This is an optimization exercise on Yosys and OpenROAD, whose aim is small area, not a production implementation.
In this exercise RTL edits were held to simulation tests only and were not proved equivalent to the original.
No activity file was given, so power comes from the tool's default toggle rates.

==> design.v <==
`timescale 1ns / 1ps
module mid_side_core (
    input  wire               clk,
    input  wire               ce,       
    input  wire               enable,   
    input  wire signed [15:0] L,
    input  wire signed [15:0] R,
    output wire signed [15:0] mid,
    output wire signed [15:0] side
);
    wire signed [23:0] L_ext = {{8{L[15]}}, L};
    wire signed [23:0] R_ext = {{8{R[15]}}, R};
    wire signed [23:0] sum_lr  = L_ext + R_ext;
    wire signed [23:0] diff_lr = L_ext - R_ext;
    wire signed [23:0] mid_24  = sum_lr  >>> 1;
    wire signed [23:0] side_24 = diff_lr >>> 1;
    wire signed [15:0] mid_calc  = mid_24[15:0];
    wire signed [15:0] side_calc = side_24[15:0];
    reg signed [15:0] mid_reg;
    reg signed [15:0] side_reg;
    always @(posedge clk) begin
        if (ce) begin
            if (enable) begin
                mid_reg  <= mid_calc;
                side_reg <= side_calc;
            end else begin
                mid_reg  <= L;
                side_reg <= R;
            end
        end
    end
    assign mid  = mid_reg;
    assign side = side_reg;
endmodule
`timescale 1ns / 1ps
module mid_side_inverse (
    input  wire               clk,
    input  wire               ce,       
    input  wire               enable,   
    input  wire signed [15:0] mid,
    input  wire signed [15:0] side,
    output wire signed [15:0] L,
    output wire signed [15:0] R
);
    wire signed [23:0] mid_ext  = {{8{mid[15]}},  mid};
    wire signed [23:0] side_ext = {{8{side[15]}}, side};
    wire signed [23:0] L_24 = mid_ext + side_ext;
    wire signed [23:0] R_24 = mid_ext - side_ext;
    localparam signed [23:0] MAX_16 = 24'sh007FFF;  
    localparam signed [23:0] MIN_16 = 24'shFF8000;  
    wire signed [15:0] L_sat;
    wire signed [15:0] R_sat;
    assign L_sat = (L_24 > MAX_16) ? 16'sh7FFF :
                   (L_24 < MIN_16) ? 16'sh8000 :
                   L_24[15:0];
    assign R_sat = (R_24 > MAX_16) ? 16'sh7FFF :
                   (R_24 < MIN_16) ? 16'sh8000 :
                   R_24[15:0];
    reg signed [15:0] L_reg;
    reg signed [15:0] R_reg;
    always @(posedge clk) begin
        if (ce) begin
            if (enable) begin
                L_reg <= L_sat;
                R_reg <= R_sat;
            end else begin
                L_reg <= mid;
                R_reg <= side;
            end
        end
    end
    assign L = L_reg;
    assign R = R_reg;
endmodule
`timescale 1ns / 1ps
module midside_axis_wrapper #
(
    parameter integer C_S_AXI_DATA_WIDTH = 32,
    parameter integer C_S_AXI_ADDR_WIDTH = 4,
    parameter integer C_AXIS_DATA_WIDTH  = 32
)
(
    input  wire aclk,
    input  wire aresetn,
    input  wire [C_S_AXI_ADDR_WIDTH-1:0]  s_axi_awaddr,
    input  wire [2:0]                     s_axi_awprot,
    input  wire                           s_axi_awvalid,
    output wire                           s_axi_awready,
    input  wire [C_S_AXI_DATA_WIDTH-1:0]  s_axi_wdata,
    input  wire [(C_S_AXI_DATA_WIDTH/8)-1:0] s_axi_wstrb,
    input  wire                           s_axi_wvalid,
    output wire                           s_axi_wready,
    output wire [1:0]                     s_axi_bresp,
    output wire                           s_axi_bvalid,
    input  wire                           s_axi_bready,
    input  wire [C_S_AXI_ADDR_WIDTH-1:0]  s_axi_araddr,
    input  wire [2:0]                     s_axi_arprot,
    input  wire                           s_axi_arvalid,
    output wire                           s_axi_arready,
    output wire [C_S_AXI_DATA_WIDTH-1:0]  s_axi_rdata,
    output wire [1:0]                     s_axi_rresp,
    output wire                           s_axi_rvalid,
    input  wire                           s_axi_rready,
    input  wire [C_AXIS_DATA_WIDTH-1:0] s_axis_tdata,
    input  wire                         s_axis_tvalid,
    output wire                         s_axis_tready,
    input  wire                         s_axis_tlast,
    output wire [C_AXIS_DATA_WIDTH-1:0] m_axis_tdata,
    output wire                         m_axis_tvalid,
    input  wire                         m_axis_tready,
    output wire                         m_axis_tlast
);
    reg [C_S_AXI_DATA_WIDTH-1:0] slv_reg0;
    reg [C_S_AXI_DATA_WIDTH-1:0] slv_reg1;  
    reg axi_awready, axi_wready;
    reg axi_bvalid;
    reg axi_arready;
    reg axi_rvalid;
    reg [C_S_AXI_DATA_WIDTH-1:0] axi_rdata;
    assign s_axi_awready = axi_awready;
    assign s_axi_wready  = axi_wready;
    assign s_axi_bresp   = 2'b00;
    assign s_axi_bvalid  = axi_bvalid;
    assign s_axi_arready = axi_arready;
    assign s_axi_rdata   = axi_rdata;
    assign s_axi_rresp   = 2'b00;
    assign s_axi_rvalid  = axi_rvalid;
    wire slv_reg_wren = axi_awready && s_axi_awvalid &&
                        axi_wready  && s_axi_wvalid;
    always @(posedge aclk) begin
        if (!aresetn) begin
            axi_awready <= 1'b0;
            axi_wready  <= 1'b0;
        end else begin
            axi_awready <= (~axi_awready && s_axi_awvalid && s_axi_wvalid);
            axi_wready  <= (~axi_wready  && s_axi_wvalid  && s_axi_awvalid);
        end
    end
    always @(posedge aclk) begin
        if (!aresetn) begin
            slv_reg0 <= 32'd0;
            slv_reg1 <= 32'd0;
        end else if (slv_reg_wren) begin
            case (s_axi_awaddr[C_S_AXI_ADDR_WIDTH-1:2])
                2'h0: slv_reg0 <= s_axi_wdata;
                2'h1: slv_reg1 <= s_axi_wdata;
                default: ;
            endcase
        end
    end
    always @(posedge aclk) begin
        if (!aresetn)
            axi_bvalid <= 1'b0;
        else if (slv_reg_wren && ~axi_bvalid)
            axi_bvalid <= 1'b1;
        else if (s_axi_bready)
            axi_bvalid <= 1'b0;
    end
    always @(posedge aclk) begin
        if (!aresetn) begin
            axi_arready <= 1'b0;
            axi_rvalid  <= 1'b0;
        end else begin
            axi_arready <= (~axi_arready && s_axi_arvalid);
            axi_rvalid  <= (axi_arready && s_axi_arvalid) ? 1'b1 :
                           (axi_rvalid  && s_axi_rready) ? 1'b0 : axi_rvalid;
        end
    end
    always @(posedge aclk) begin
        if (!aresetn)
            axi_rdata <= 32'd0;
        else if (axi_arready && s_axi_arvalid) begin
            case (s_axi_araddr[C_S_AXI_ADDR_WIDTH-1:2])
                2'h0: axi_rdata <= slv_reg0;
                2'h1: axi_rdata <= slv_reg1;
                default: axi_rdata <= 32'd0;
            endcase
        end
    end
    wire core_enable    = slv_reg0[0];
    wire inverse_enable = slv_reg0[1];
    wire signed [15:0] axis_L = s_axis_tdata[31:16];
    wire signed [15:0] axis_R = s_axis_tdata[15:0];
    reg [1:0] valid_pipe;
    reg [1:0] last_pipe;
    wire pipeline_ce = m_axis_tready || !valid_pipe[1];
    assign s_axis_tready = pipeline_ce;
    always @(posedge aclk) begin
        if (!aresetn) begin
            valid_pipe <= 2'b00;
            last_pipe  <= 2'b00;
        end else if (pipeline_ce) begin
            valid_pipe[0] <= s_axis_tvalid;
            last_pipe[0]  <= s_axis_tlast;
            valid_pipe[1] <= valid_pipe[0];
            last_pipe[1]  <= last_pipe[0];
        end
    end
    wire signed [15:0] mid_sig, side_sig;
    wire signed [15:0] out_L, out_R;
    mid_side_core u_ms_encode (
        .clk    (aclk),
        .ce     (pipeline_ce),
        .enable (core_enable),
        .L      (axis_L),
        .R      (axis_R),
        .mid    (mid_sig),
        .side   (side_sig)
    );
    mid_side_inverse u_ms_decode (
        .clk    (aclk),
        .ce     (pipeline_ce),
        .enable (inverse_enable),
        .mid    (mid_sig),
        .side   (side_sig),
        .L      (out_L),
        .R      (out_R)
    );
    assign m_axis_tdata  = {out_L, out_R};
    assign m_axis_tvalid = valid_pipe[1];
    assign m_axis_tlast  = last_pipe[1];
endmodule
==> run.sh <==
#!/bin/bash
# synth_recipe.tcl (not shown) runs the flow's synth.tcl, then flattens the netlist and writes it again
# the make line also repeats each setting of config.mk as NAME=value (left out here)
make -C /OpenROAD-flow-scripts/flow DESIGN_CONFIG=/design/flow/config.mk WORK_HOME=/design/flow/orfs CLKGATE_MAP_FILE= SYNTH_SCRIPT=/design/flow/synth_recipe.tcl finish
==> config.mk <==
export PLATFORM = sky130hd
export DESIGN_NAME = midside_axis_wrapper
export DESIGN_NICKNAME = midside_axis_wrapper
export VERILOG_FILES = /design/flow/design.v
export SDC_FILE = /design/flow/constraint.sdc
export NUM_CORES = 4
export LEC_CHECK = 0
export CAP_MARGIN = 20
export CORE_MARGIN = 2
export CORE_UTILIZATION = 40
export SLEW_MARGIN = 20
==> constraint.sdc <==
create_clock -name core_clock -period 5.0 [get_ports {aclk}]
set_input_delay 1.0000 -clock core_clock [delete_from_list [all_inputs] [get_ports {aclk}]]
set_output_delay 1.0000 -clock core_clock [all_outputs]
set_load 0.01 [all_outputs]
==> results.yml <==
logic_synthesis:
  synth.avg_cell_area_um2: 8.78
  yosysUniqueCellTypes: 73
  synth_edf_count: 64
  synthCells: 1184
  syn-cell-area_um2: 10400
  async_reset_ff_frac: 0
  synthFlopType: "dfxtp_1"
  ys_ff_latch: 169
  yosysWarningCount: 3
  ys_seq_area_frac: 0.387
pwr:
  switchingPower_mw: 1.17
  p_comb_frac: 0.218
  powerDensity_nw_per_um2: 291
  ir_drop_mv: 0.193
  p_leak_nw: 4.78
  p_int_mw: 2.53
  switching_share: 0.315
  p_total_mw: 3.70
  seqPwrFrac: 0.406
  clockPowerShare: 0.376
die:
  start_util: 0.403
  core.rowCount: 59
  die_w_um: 165
  fp.dieArea_um2: 27300
  ios: 168
  die_h_um: 165
  core-area_um2: 25800
run_status:
  status: "finished clean"
critical_path:
  critPathLaunchType: "input port"
  r2r-end: "u_ms_decode.R_reg[13]$_DFFE_PP_"
  endpoint_kind: "flop"
  critical_path_arrival_ns: 4.24
  crit_required_ns: 5.27
  r2r_slack_ns: 1.36
  worst-r2r-cell-count: 10
  timing.rr.start: "u_ms_encode.side_reg[0]$_DFFE_PP_"
  critPathKind: "input port to flop"
  path_max_fanout: 9
clock_network:
  post_cts_resized: 0
  cts.reportedPaths.clkPinSlew_ns: 0.08
  numCtsBuffers: 17
  clock_path_buffers: 2
  holdBufCountCts: 0
  cts_tree: "done"
  cts.sinks: 169
  cts_setup_buffers: 0
  clockRootBuffer: "clkbuf_16"
  cts.htree.levels: 4
  clock_latency_ns: 0.44
timing:
  min_period_ns: 3.97
  setup_viol: 0
  clock_skew_ns: 0.0158
  fin_tns_setup_ns: 0
  fmax_mhz: 252
  finalHoldViolCount: 0
  whs_ns: 0.441
  rsz0062_at_grt: "no"
  max-slew-margin-rel: 0.384
  fin_crit_sh: 0.794
  worst_pin_slew_ns: 0.901
  setup_slack_ns: 1.03
  timing_max_transition_violations_final: 0
hold_path:
  whs_path_depth: 1
  hp-start: "axi_arready$_SDFF_PN0_"
  min_to: "axi_arready$_SDFF_PN0_"
  hp-class: "flop to flop"
layout:
  layout.nets: 1444
  design_area_um2: 12700
  area_growth_pct: 22.3
  reg_top3: "axi_rdata x32, slv_reg0 x32, slv_reg1 x32"
  seq_area_um2: 4030
  stdcell_count: 1635
  fill_cells: 2399
  multi_input_area_um2: 5780
  final_util: 0.494
  drive_gt1_frac: 0.0809
route:
  first_pass_iters: 5
  wl_per_cell_um: 16.0
  drc: 0
  vias_per_cell: 5.21
  vias: 8522
  final_antenna_net_count: 0
  drt_iter0_drc: 511
  routed_wl_mm: 26.2
place:
  placedCellCount: 1601
  port_buffers: 149
  hpwl_mm: 18.7
  routabilityCongestion: 0.884
  dp_slack_ns: 0.670
  placed_cell_area_um2: 12100
global_route:
  grt_max_degree: 65
  grt.total_usage: 0.194
  grt_pass1_vias: 8024
  antenna_found_initial: 2
  overflow: 0
  grt_pass1_wl_mm: 41.8
job:
  cap_violations: 0
[area by class of cell]
type | count | area share
Multi-Input combinational cell | 864 | 0.455
Timing Repair Buffer | 162 | 0.125
Clock buffer | 17 | 0.0335
Antenna cell | 2 | 0.000394
Clock inverter | 15 | 0.0164
Sequential cell | 169 | 0.317
Tap cell | 335 | 0.0330
Inverter | 71 | 0.0210
[worst max path at each step]
stage,from,to,cells past startpoint
after CTS,s_axis_tdata[6],u_ms_encode.side_reg[13]$_DFFE_PP_,11
after detailed placement,s_axis_tdata[6],u_ms_encode.side_reg[13]$_DFFE_PP_,11
after global routing,s_axis_tdata[6],u_ms_encode.side_reg[13]$_DFFE_PP_,11
after global placement,s_axis_tdata[6],u_ms_encode.side_reg[13]$_DFFE_PP_,11
final,s_axis_tdata[7],u_ms_encode.side_reg[13]$_DFFE_PP_,11
after floorplan,m_axis_tready,s_axis_tready,2
[power by group through the flow]
stage / logic, mW / registers, mW / clock network [mW]
after floorplan: 0.543 / 1.54 / 0
after global placement: 0.792 / 1.53 / 0
after detailed placement: 0.797 / 1.53 / 0
after CTS: 0.801 / 1.50 / 1.42
after global routing: 0.890 / 1.50 / 1.49
final: 0.807 / 1.50 / 1.39
[layer usage]
metal  vias to the layer above  wire, um  global-route usage
met5                         -         0                   0
met4                         0       369              0.0498
met3                        18      1680              0.0557
met2                       205     12000               0.310
met1                      3964     12100               0.257
li1                       4335         -                   -
[synth_stat cells (3+ instances only)]
master     count  share of area
or4_1          4         0.0029
a211oi_1       7         0.0051
inv_1         71          0.026
o31ai_1        7         0.0051
o21a_1         9         0.0065
xor2_1        12          0.010
or3_1          5         0.0030
o211ai_1      13         0.0094
nand3_1       10         0.0048
and2_1         6         0.0036
ha_1          63          0.076
o21bai_1      14          0.010
buf_2         11         0.0053
xnor2_1       36          0.030
nor2_1        77          0.028
mux2_2        34          0.037
nand2b_1      11         0.0066
dfxtp_1      105           0.20
o22ai_1       21          0.013
edfxtp_1      64           0.18
and3_1         3         0.0018
maj3_1         3         0.0029
o21ai_0       40          0.019
a31oi_1       10         0.0060
or2_2          5         0.0030
mux2i_1        5         0.0048
nor2b_1       43          0.026
a22oi_1       33          0.024
nor3b_1        3         0.0022
nand4_1        3         0.0018
buf_4          5         0.0036
a2111oi_0      5         0.0042
a21oi_1       60          0.029
clkbuf_1      65          0.023
nor4_1         3         0.0018
nor3_1        27          0.013
nand2_1      166          0.060
a21boi_0      68          0.049
fa_1           4         0.0077
a21o_1        11         0.0079
[cells in the final DEF, fill, tap and decap left out, types with 6 or more instances in the layout]
| master | count |
|---|---|
| inv_1 | 71 |
| xnor2_1 | 36 |
| edfxtp_1 | 64 |
| o21a_1 | 9 |
| a211oi_1 | 7 |
| a22oi_1 | 33 |
| o211ai_1 | 13 |
| clkdlybuf4s50_1 | 148 |
| o21bai_1 | 14 |
| nand3_1 | 10 |
| nand2b_1 | 10 |
| nor2b_1 | 43 |
| a21boi_0 | 68 |
| clkinv_8 | 6 |
| nand2_1 | 166 |
| a21oi_1 | 60 |
| and2_1 | 6 |
| o31ai_1 | 7 |
| a21o_1 | 11 |
| buf_4 | 13 |
| dfxtp_1 | 103 |
| ha_1 | 63 |
| clkbuf_16 | 17 |
| o22ai_1 | 21 |
| o21ai_0 | 40 |
| mux2_2 | 34 |
| nor2_1 | 76 |
| nor3_1 | 26 |
| xor2_1 | 12 |
| a31oi_1 | 10 |
[worst max-delay path: stages]
cell and delay, ns:
clkdlybuf4s50_1 0.53, inv_1 0.08, ha_1 0.46, and3_1 0.28, nand2_1 0.08, and2_1 0.15
a21oi_1 0.24, o221ai_1 0.24, a2111oi_0 0.83, nor3_1 0.10, o31ai_1 0.25
[kinds of logic after synthesis]
logic type,Yosys count,share of synthesized area
and+or+nand+nor,373,0.164
AOI/OAI and AO/OA,328,0.218
DFF,169,0.387
buffers and inverters,154,0.0595
adders and majority gates,71,0.0875
xor gates and xnor gates,48,0.0404
muxes,40,0.0431
other,1,0.000361

afterwards: timing with drivers on the ports:
How much do the figures lean on ideal ports? The routed layout below was timed once more, with nothing changed but the port constraints. Step 1 sets driving cells, clkbuf_16 on the clock port and buf_2 on the other inputs (assumed; they add their load-dependent delay and slew). Step 2 also shifts input and output timing later by t, the mid clock arrival at the registers, as if the neighbouring blocks saw the same clock. Three values: ideal, step 1, step 2; two values: the first two.
t, ns: 0.482
slack for setup (ns): 1.028 / 1.054 / 0.572
cell pins on the clock port's net: 1
After both steps setup and hold are still met in this run. The setup slack of this run moves by +0.026 ns with the drivers and by -0.456 ns with both steps.
